Context: an optimization exercise on an open-source flow, tuned for small area and a short achievable clock period. The choices shown serve that exercise and are no tape-out recipe. Where RTL was checked, it was by simulation tests only, not by an equivalence proof against the original. The flow treats the clock pin as an ideal source, which a real chip does not have. Power is estimated from default activity; no workload was simulated.

Setup of cedar:
// mips_ex
module mips_ex (
    input wire clk,
    input wire rst_n,
    input wire [32-1:0] id2ex_rs,
    input wire [32-1:0] id2ex_rt,
    input wire [32-1:0] id2ex_imm,
    input wire [32-1:0] id2ex_pc_incr,
    input wire [0+2-1+1+1-1+1+1-1+1+1-1+1+1-1+1+1-1+1+1-1+1+1-1+1+1-1+1+1-1+1+1-1+1+1-1+1+1-1+1+1-1+1+1-1+1+1-1+1+1-1+1-1:0] id2ex_dec_info,
    input wire [5-1:0] id2ex_rd_idx,
    input wire id2ex_rd_wen,
    output wire ex2mem_mem_read,
    output wire ex2mem_mem_write,
    output wire [32-1:0] ex2mem_mem_addr,
    output wire [32-1:0] ex2mem_mem_wdat,
    output wire [5-1:0] ex2mem_rd_idx,
    output wire [ 32-1:0] ex2mem_rd_wdat,
    output wire ex2mem_rd_wen
);
Settings: LEC_CHECK=0, CAP_MARGIN=20, CORE_MARGIN=5, CORE_UTILIZATION=60, CTS_BUF_LIST=sky130_fd_sc_hd__clkbuf_8, SETUP_SLACK_MARGIN=3.0, SLEW_MARGIN=20; clock period 7.0 ns.
standard.sh (not shown) runs the stock make flow with config.mk's settings and CLKGATE_MAP_FILE= SYNTH_SCRIPT=/design/flow/synth_recipe.tcl, a recipe that flattens the netlist after the stock synthesis.
==> flow/flow/run.sh <==
#!/bin/bash
# Own layout flow. It is the standard flow (standard.sh) with two changes:
#  1. After the standard synthesis, the combinational logic is mapped again
#     with ABC using flow/remap.abc. The flip-flops are kept as they are
#     (same instances, names and cells). The new netlist is proved equivalent
#     to the standard one before it is used.
#  2. The input and output ports are buffered with sky130_fd_sc_hd__buf_1
#     instead of the delay buffer that buffer_ports picks by default.
# Each tool's output goes to a log of its own in the work folder.
set -euo pipefail
W=$(pwd)
F=$W/flow
export BUFFER_PORTS_ARGS="-buffer_cell sky130_fd_sc_hd__buf_1"

bash standard.sh synth > 1_synth_standard.log 2>&1

R=$W/orfs/results/$FLOW_PLATFORM/mips_ex/base
L=$W/orfs/logs/$FLOW_PLATFORM/mips_ex/base
LIB=$(ls $FLOW_HOME/platforms/$FLOW_PLATFORM/lib/sky130_fd_sc_hd__tt_025C_1v80.lib)
YOSYS=$(command -v yosys || echo $FLOW_HOME/../tools/install/yosys/bin/yosys)
DU=$(grep -o -- "-dont_use [A-Za-z0-9_]*" $L/1_2_yosys.log | sort -u | tr '\n' ' ')
cp $R/1_2_yosys.v $W/standard_netlist.v

remap_ok=1
$YOSYS -p "
read_liberty -ignore_miss_func $LIB;
read_verilog $W/standard_netlist.v;
hierarchy -top $FLOW_TOP;
blackbox sky130_fd_sc_hd__df* sky130_fd_sc_hd__edf* sky130_fd_sc_hd__sdf* sky130_fd_sc_hd__sedf* sky130_fd_sc_hd__dl*;
flatten;
opt_clean;
abc -liberty $LIB $DU -script $F/remap.abc;
setundef -zero;
splitnets;
opt_clean -purge;
hilomap -singleton -hicell sky130_fd_sc_hd__conb_1 HI -locell sky130_fd_sc_hd__conb_1 LO;
insbuf -buf sky130_fd_sc_hd__buf_4 A X;
stat -liberty $LIB;
write_verilog -noattr -nohex -nodec $W/remapped_netlist.v
" > 1_remap_yosys.log 2>&1 || remap_ok=0

# Prove the remapped netlist equivalent to the standard one (registers
# matched by instance name).
remap_ok=1
$YOSYS -p "
read_liberty -ignore_miss_func $LIB;
read_verilog $W/standard_netlist.v; rename $FLOW_TOP gold;
read_verilog $W/remapped_netlist.v; rename $FLOW_TOP gate;
flatten gold gate; opt_clean;
rename -hide gold/w:_* gate/w:_*;
equiv_make gold gate equiv;
hierarchy -top equiv;
equiv_simple -undef; equiv_induct -undef; equiv_status -assert
" > 1_remap_equiv.log 2>&1 || remap_ok=0

if [[ $remap_ok == 1 ]]; then
  cp $W/remapped_netlist.v $R/1_2_yosys.v
  rm -f $R/1_synth.odb
  bash standard.sh synth > 1_synth_odb.log 2>&1
fi
bash standard.sh floorplan > 2_floorplan.log 2>&1
bash standard.sh place > 3_place.log 2>&1
bash standard.sh cts > 4_cts.log 2>&1
bash standard.sh route > 5_route.log 2>&1
bash standard.sh finish > 6_finish.log 2>&1
Other scripts of this flow, unchanged in this note and not shown: flow/flow/remap.abc
For cedar, the flow was terminated by a tool error in 5_1_grt and produced no final design.
diff inputs: cedar => juniper
Settings: CORE_UTILIZATION: 60 -> 40; SETUP_SLACK_MARGIN: 3.0 -> 2.6.
Notes after the runs:
Every stage of the flow completed for juniper, and the final layout passed the timing, DRC and antenna checks. Run status, cedar: aborted in 5_1_grt, error GRT-0232. cedar → juniper: worst setup slack before clock tree synthesis went down 0.33 ns; number of placed instances with taps included increased 107; die span in x grew by 27 um; post-CTS repair timing setup buffer count lost 40; estimated wirelength of the detail-placed design up 20%. juniper and cedar ended up with nearly the same synthesized area per cell.
No functional check of the RTL was part of any run of this note.

---

The RTL this note starts from:
==> flow/design.v <==
module mips_ex (
    input wire clk,
    input wire rst_n,
    input wire [32-1:0] id2ex_rs,
    input wire [32-1:0] id2ex_rt,
    input wire [32-1:0] id2ex_imm,
    input wire [32-1:0] id2ex_pc_incr,
    input wire [0+2-1+1+1-1+1+1-1+1+1-1+1+1-1+1+1-1+1+1-1+1+1-1+1+1-1+1+1-1+1+1-1+1+1-1+1+1-1+1+1-1+1+1-1+1+1-1+1+1-1+1-1:0] id2ex_dec_info,
    input wire [5-1:0] id2ex_rd_idx,
    input wire id2ex_rd_wen,
    output wire ex2mem_mem_read,
    output wire ex2mem_mem_write,
    output wire [32-1:0] ex2mem_mem_addr,
    output wire [32-1:0] ex2mem_mem_wdat,
    output wire [5-1:0] ex2mem_rd_idx,
    output wire [ 32-1:0] ex2mem_rd_wdat,
    output wire ex2mem_rd_wen
);
wire [17:0] di = id2ex_dec_info;
wire alu = di[1:0] == 2'd0;
wire agu = di[1:0] == 2'd1;
wire bjp = di[1:0] == 2'd2;
wire op_add  = di[2] | di[3] | di[4] | di[5];
wire op_sub  = di[4] | di[5] | di[13] | di[14];
wire op_and  = di[6];
wire op_or   = di[7];
wire op_xor  = di[8];
wire op_nor  = di[9];
wire op_sll  = di[10];
wire op_srl  = di[11];
wire op_sra  = di[12];
wire op_slt  = di[13];
wire op_sltu = di[14];
wire op_lui  = di[15];
wire op_any  = |di[15:2];
wire [31:0] a = (alu & di[17]) ? id2ex_pc_incr : id2ex_rs;
wire [31:0] b = (agu | alu & di[16]) ? id2ex_imm : id2ex_rt;
wire        sub = alu & op_sub;
wire [31:0] bb  = b ^ {32{sub}};
wire [31:0] p   = a ^ bb;
wire [31:0] g   = a & bb;
genvar i, l;
wire [32*6-1:0] gk;
wire [32*6-1:0] pk;
assign gk[31:0] = {g[31:1], g[0] | p[0] & sub};
assign pk[31:0] = p;
generate
    for (l = 0; l < 5; l = l + 1) begin : g_lvl
        for (i = 0; i < 32; i = i + 1) begin : g_bit
            if ((i >> l) & 1) begin : g_op
                localparam integer J = ((i >> l) << l) - 1;                assign gk[32*(l+1)+i] = gk[32*l+i] | pk[32*l+i] & gk[32*l+J];
                assign pk[32*(l+1)+i] = pk[32*l+i] & pk[32*l+J];
            end else begin : g_pass
                assign gk[32*(l+1)+i] = gk[32*l+i];
                assign pk[32*(l+1)+i] = pk[32*l+i];
            end
        end
    end
endgenerate
wire [32:0] c    = {gk[32*5+31:32*5], sub};
wire [31:0] sum  = p ^ c[31:0];
wire        cout = c[32];
wire lt = cout ^ (op_slt ? p[31] : 1'b1);
wire [4:0]  sh   = b[4:0];
wire        fill = op_sra & a[31];
wire [63:0] srx  = {{32{fill}}, a} >> sh;
wire [31:0] sr   = srx[31:0];
wire [31:0] sl   = a << sh;
wire [31:0] r_and = g;
wire [31:0] r_or  = p | g;
wire [31:0] r_xor = p;
wire [31:0] r_nor = ~(p | g);
wire sel_sum = ~alu | op_add;
wire sel_and = alu & op_and;
wire sel_or  = alu & op_or;
wire sel_xor = alu & op_xor;
wire sel_nor = alu & op_nor;
wire sel_sl  = alu & op_sll;
wire sel_sr  = alu & (op_srl | op_sra);
wire sel_lt  = alu & (op_slt | op_sltu);
wire sel_lui = alu & op_lui;
wire [31:0] res =
    {32{sel_sum}} & sum |
    {32{sel_and}} & r_and |
    {32{sel_or }} & r_or |
    {32{sel_xor}} & r_xor |
    {32{sel_nor}} & r_nor |
    {32{sel_sl }} & sl |
    {32{sel_sr }} & sr |
    {32{sel_lui}} & b |
    {31'd0, sel_lt & lt};
wire addr_v = agu & (di[2] | di[3]);
wire rd_v   = alu & id2ex_rd_wen & op_any | bjp & (di[5] | di[6]);
reg [31:0] res_n_q;   
reg [31:0] rt_q;
reg        addr_n_q, rd_n_q;   
reg        wdat_v_q;
reg        mem_read_q, mem_write_q, rd_wen_q;
reg [4:0]  rd_idx_q;
always @(posedge clk) begin
    res_n_q <= ~res;
    rt_q  <= id2ex_rt;
end
always @(posedge clk) begin
    if (~rst_n) begin
        addr_n_q    <= 1'b1;
        wdat_v_q    <= 1'b0;
        rd_n_q      <= 1'b1;
        mem_read_q  <= 1'b0;
        mem_write_q <= 1'b0;
        rd_wen_q    <= 1'b0;
        rd_idx_q    <= 5'd0;
    end else begin
        addr_n_q    <= ~addr_v;
        wdat_v_q    <= agu;
        rd_n_q      <= ~rd_v;
        mem_read_q  <= agu & di[2];
        mem_write_q <= agu & di[3];
        rd_wen_q    <= id2ex_rd_wen;
        rd_idx_q    <= id2ex_rd_idx;
    end
end
assign ex2mem_mem_read  = mem_read_q;
assign ex2mem_mem_write = mem_write_q;
assign ex2mem_mem_addr  = ~(res_n_q | {32{addr_n_q}});
assign ex2mem_mem_wdat  = rt_q & {32{wdat_v_q}};
assign ex2mem_rd_idx    = rd_idx_q;
assign ex2mem_rd_wdat   = ~(res_n_q | {32{rd_n_q}});
assign ex2mem_rd_wen    = rd_wen_q;
endmodule  
==> flow/config.mk <==
export PLATFORM = sky130hd
export DESIGN_NAME = mips_ex
export DESIGN_NICKNAME = mips_ex
export VERILOG_FILES = /design/flow/design.v
export SDC_FILE = /design/flow/constraint.sdc
export NUM_CORES = 4
export LEC_CHECK = 0
export CAP_MARGIN = 20
export CORE_MARGIN = 5
export CORE_UTILIZATION = 40
export CTS_BUF_LIST = sky130_fd_sc_hd__clkbuf_8
export SETUP_SLACK_MARGIN = 2.8
export SLEW_MARGIN = 20
==> flow/constraint.sdc <==
create_clock -name core_clock -period 7.0 [get_ports {clk}]
set_input_delay 1.4000 -clock core_clock [delete_from_list [all_inputs] [get_ports {clk}]]
set_output_delay 1.4000 -clock core_clock [all_outputs]
set_load 0.01 [all_outputs]
==> flow/flow/remap.abc <==
strash
dc2
dch -f
map
topo
stime -c
Scripts as last shown in full above: flow/flow/run.sh
Change:
==> flow/flow/remap.abc (replaced) <==
strash
dc2
dch -f
map
topo
buffer -p
upsize -D 1500
dnsize -D 1500
topo
stime -c
=> The new run completed with no timing, DRC or antenna violations; synthesized cell count climbs by 4.5%; power shrinks by 1.5%; utilization goes down by 4.2 points; area after synthesis is higher by 8.3%; count of clock-buffer cells in the layout stays the same.
Change:
==> flow/flow/remap.abc (replaced) <==
strash
dc2
dch -f
map
topo
buffer -p
upsize -D 2000
dnsize -D 2000
topo
stime -c
- CORE_UTILIZATION: 40 -> 45
- SETUP_SLACK_MARGIN: 2.8 -> 2.7
Outcome:
- die area falls by 10%
- worst hold slack is better by 0.018 ns
- power falls by 5.8%
- critical path depth falls by 1
- final area falls by 4.7%
- utilization rises by 3.5 points
Change:
- CORE_UTILIZATION: 45 -> 40
- SETUP_SLACK_MARGIN: 2.7 -> 2.95
- die area climbs by 12%
- count of clock-buffer cells in the layout shrinks by 1
- synthesized area does not change
- via count went up by 2.4%
- worst setup slack improved by 0.29 ns
- fmax grows by 6.8%
- final cell count grows by 2.3%
- flip-flop and latch count is unchanged
- routed wire length climbs by 4.7%

## separate check: timing with driven ports
The results above use ideal ports. As a check the final layouts listed here were re-extracted and re-timed, cells and wires unchanged.
Step 1: set_driving_cell puts a clkbuf_16 on clk and a buf_2 on each other input, an assumption about the parent block.
Step 2 also shifts input and output timing later by t, the mid clock arrival at the registers, as if the neighbouring blocks saw the same clock.
Three values: ideal, step 1, step 2; two values: the first two.
run | t, ns | slack for setup (ns) | worst setup path after step 2 | clock arrival spread, ns | worst register clock-pin slew, ns
juniper | 0.413 | 2.521 / 2.498 / 2.085 | input to register | 0.015 / 0.014 | 0.10 / 0.10
the first run of note 2 | 0.413 | 2.724 / 2.734 / 2.321 | input to register | 0.015 / 0.016 | 0.10 / 0.10
the second run of note 2 | 0.419 | 2.789 / 2.797 / 2.378 | input to register | 0.021 / 0.021 | 0.10 / 0.10
the third run of note 2 | 0.408 | 2.520 / 2.536 / 2.128 | input to register | 0.021 / 0.021 | 0.10 / 0.10
the fourth run of note 2 | 0.418 | 2.807 / 2.819 / 2.401 | input to register | 0.024 / 0.024 | 0.10 / 0.10
After both steps every run listed still meets setup and hold. For juniper, which loses most, drivers alone change the setup slack by -0.023 ns; drivers and shift together by -0.436 ns.
